This design comes from an exercise in tuning for a short achievable clock period and few clock cycles on the open sky130 flow, not from production work. Only simulation tests tie the RTL to the original design; equivalence was not proved. No activity file was given, so power comes from the tool's default toggle rates.

## cpu
module cpu(
    input clk,
    input rst,
    input logic [31:0] inst_rdata,
    input logic [31:0] data_rdata,
    input logic inst_resp,
    input logic data_resp,
    input logic icache_hit,
    input logic dcache_hit,
    output logic inst_read,
    output logic [31:0] inst_addr,
    output logic data_read,
    output logic data_write,
    output logic [3:0] data_mbe,
    output logic [31:0] data_addr,
    output logic [31:0] data_wdata
);
    logic [31:0] pc;
    logic        ifid_v, ifid_btb;
    logic [31:0] ifid_ins, ifid_pc;
    logic        idex_we, idex_ld, idex_st, idex_br, idex_jalr, idex_pred, idex_auipc;
    logic        idex_m_eq, idex_m_ne, idex_m_lt, idex_m_ge, idex_m_ltu, idex_m_geu, idex_fca, idex_fcb;
    logic        idex_kill;
    logic        idex_we_r, idex_ld_r, idex_st_r, idex_br_r, idex_jalr_r, idex_auipc_r;
    logic        idex_m_eq_r, idex_m_ne_r, idex_m_lt_r, idex_m_ge_r, idex_m_ltu_r, idex_m_geu_r;
    assign idex_we = idex_we_r & ~idex_kill;
    assign idex_ld = idex_ld_r & ~idex_kill;
    assign idex_st = idex_st_r & ~idex_kill;
    assign idex_br = idex_br_r & ~idex_kill;
    assign idex_jalr = idex_jalr_r & ~idex_kill;
    assign idex_auipc = idex_auipc_r & ~idex_kill;
    assign idex_m_eq = idex_m_eq_r & ~idex_kill;
    assign idex_m_ne = idex_m_ne_r & ~idex_kill;
    assign idex_m_lt = idex_m_lt_r & ~idex_kill;
    assign idex_m_ge = idex_m_ge_r & ~idex_kill;
    assign idex_m_ltu = idex_m_ltu_r & ~idex_kill;
  ...
Size in the first run: ~2,200 flip-flops, about 170 I/O pins, roughly 130,000 um2 of cells after synthesis.
==> flow/config.mk <==
export PLATFORM = sky130hd
export DESIGN_NAME = cpu
export DESIGN_NICKNAME = cpu
export VERILOG_FILES = /design/flow/design.v
export SDC_FILE = /design/flow/constraint.sdc
export NUM_CORES = 4
export LEC_CHECK = 0
export ABC_CLOCK_PERIOD_IN_PS = 4000
export CAP_MARGIN = 20
export CORE_MARGIN = 2
export CORE_UTILIZATION = 40
export SLEW_MARGIN = 20
==> flow/constraint.sdc <==
create_clock -name core_clock -period 10.0 [get_ports {clk}]
set_input_delay 2.0000 -clock core_clock [delete_from_list [all_inputs] [get_ports {clk}]]
set_output_delay 2.0000 -clock core_clock [all_outputs]
set_load 0.01 [all_outputs]
standard.sh (not shown) runs the stock make flow with config.mk's settings and CLKGATE_MAP_FILE= SYNTH_SCRIPT=/design/flow/synth_recipe.tcl, a recipe that flattens the netlist after the stock synthesis.
==> flow/flow/run.sh <==
#!/bin/bash
set -euo pipefail
bash standard.sh SETUP_SLACK_MARGIN=6 finish > standard.log 2>&1
Testbench counts at the start, summed over its fixed seeds: cycles 107,500.
Next try:
--- a/flow/design.v
+++ b/flow/design.v
@@ -415,23 +415,23 @@
     always_comb begin
         hit_i  = iv & (iline == pc[31:5]);
         hit_d  = dv & (dline == pc[31:5]);
         nhit_i = iv & (iline == pf_line);
         nhit_d = dv & (dline == pf_line);
         fresp  = dsrc ? (~dbusy & data_resp) : (~ipm & inst_resp);
         fdata  = dsrc ? data_rdata : inst_rdata;
         k_i = hit_i | (~ipm & inst_resp);
         k_d = (hit_d | (dsrc & ~dbusy & data_resp)) & ~(dsrc & ~dbusy & ~data_resp);
         n_i = pfv & (nhit_i | (ipm & inst_resp));
         n_d = pfv & (nhit_d | (dpre & ~dbusy & data_resp));
-        c_unk = 1'b0;
+        c_unk = ~stall & ~lu_stall & (id_redirect | (fresp & btb_hit));
         c_seq = ~stall & ~lu_stall & ~id_redirect & fresp & ~btb_hit
               & (pc[4:2] == 3'b111);
         f_i = c_unk ? 1'b0 : c_seq ? n_i : k_i;
         f_d = c_unk ? 1'b0 : c_seq ? n_d : k_d;
         pfv_n  = ~c_unk;
         nrdy_n = ~c_seq & (n_i | n_d);
         prot_n = c_seq ? prot2 : prot1;
         hold_n = stall & (scnt < 3'd7);
         dsrc_n = ~rst & ~hold_n & ~f_i & f_d;
         ipm_n  = ~rst & pfv_n & ~nrdy_n & ((f_d & ~f_i & ~hold_n) | (hold_n & (f_i | f_d)));
         dpre_n = ~rst & ~(~hold_n & ~f_i & f_d) & pfv_n & ~nrdy_n & ~prot_n;
Result:
- final cell count hardly moves
- count of clock-buffer cells in the layout shrinks by 20
- global-route usage shrinks by 0.11 points
- setup slack is better by 0.041 ns
- sequential power hardly moves
- non-clock buffer count shrinks by 13
- flip-flop and latch count stays the same
- worst hold slack is better by 0.0086 ns
- first-iteration DRC count grows by 1.4%
- sequential share of layout area hardly moves
- via count is about the same
- die area stays flat
- final area hardly moves
- wire length hardly moves
Testbench counts after the change, summed over its fixed seeds: cycles 107,975.

[what the ideal ports hide]
In the flow no input, the clock included, has a driving cell. The finished layouts below were timed again as built, in two steps.
Step 1 assumes that a clkbuf_16 drives the clock port and a buf_2 every other input.
Step 2, shift: input delay + t, output delay - t, t = (earliest + latest rising clock arrival at the registers) / 2. This alone moves slack from input paths to output paths.
Three values: ideal ports, drivers, drivers and shift; two values: the first two.
| run | t, ns | setup WS [ns] | clock arrival spread, ns | pins driven straight from the clock port |
|---|---|---|---|---|
| the first run | 1.014 | 5.590 / 5.482 / 5.030 | 0.082 / 0.081 | 1 |
| the second run | 1.018 | 5.631 / 5.532 / 5.061 | 0.071 / 0.071 | 1 |
After both steps setup and hold are still met in every run listed. The setup slack of the second run, which loses most, moves by -0.099 ns with the drivers and by -0.570 ns with both steps.
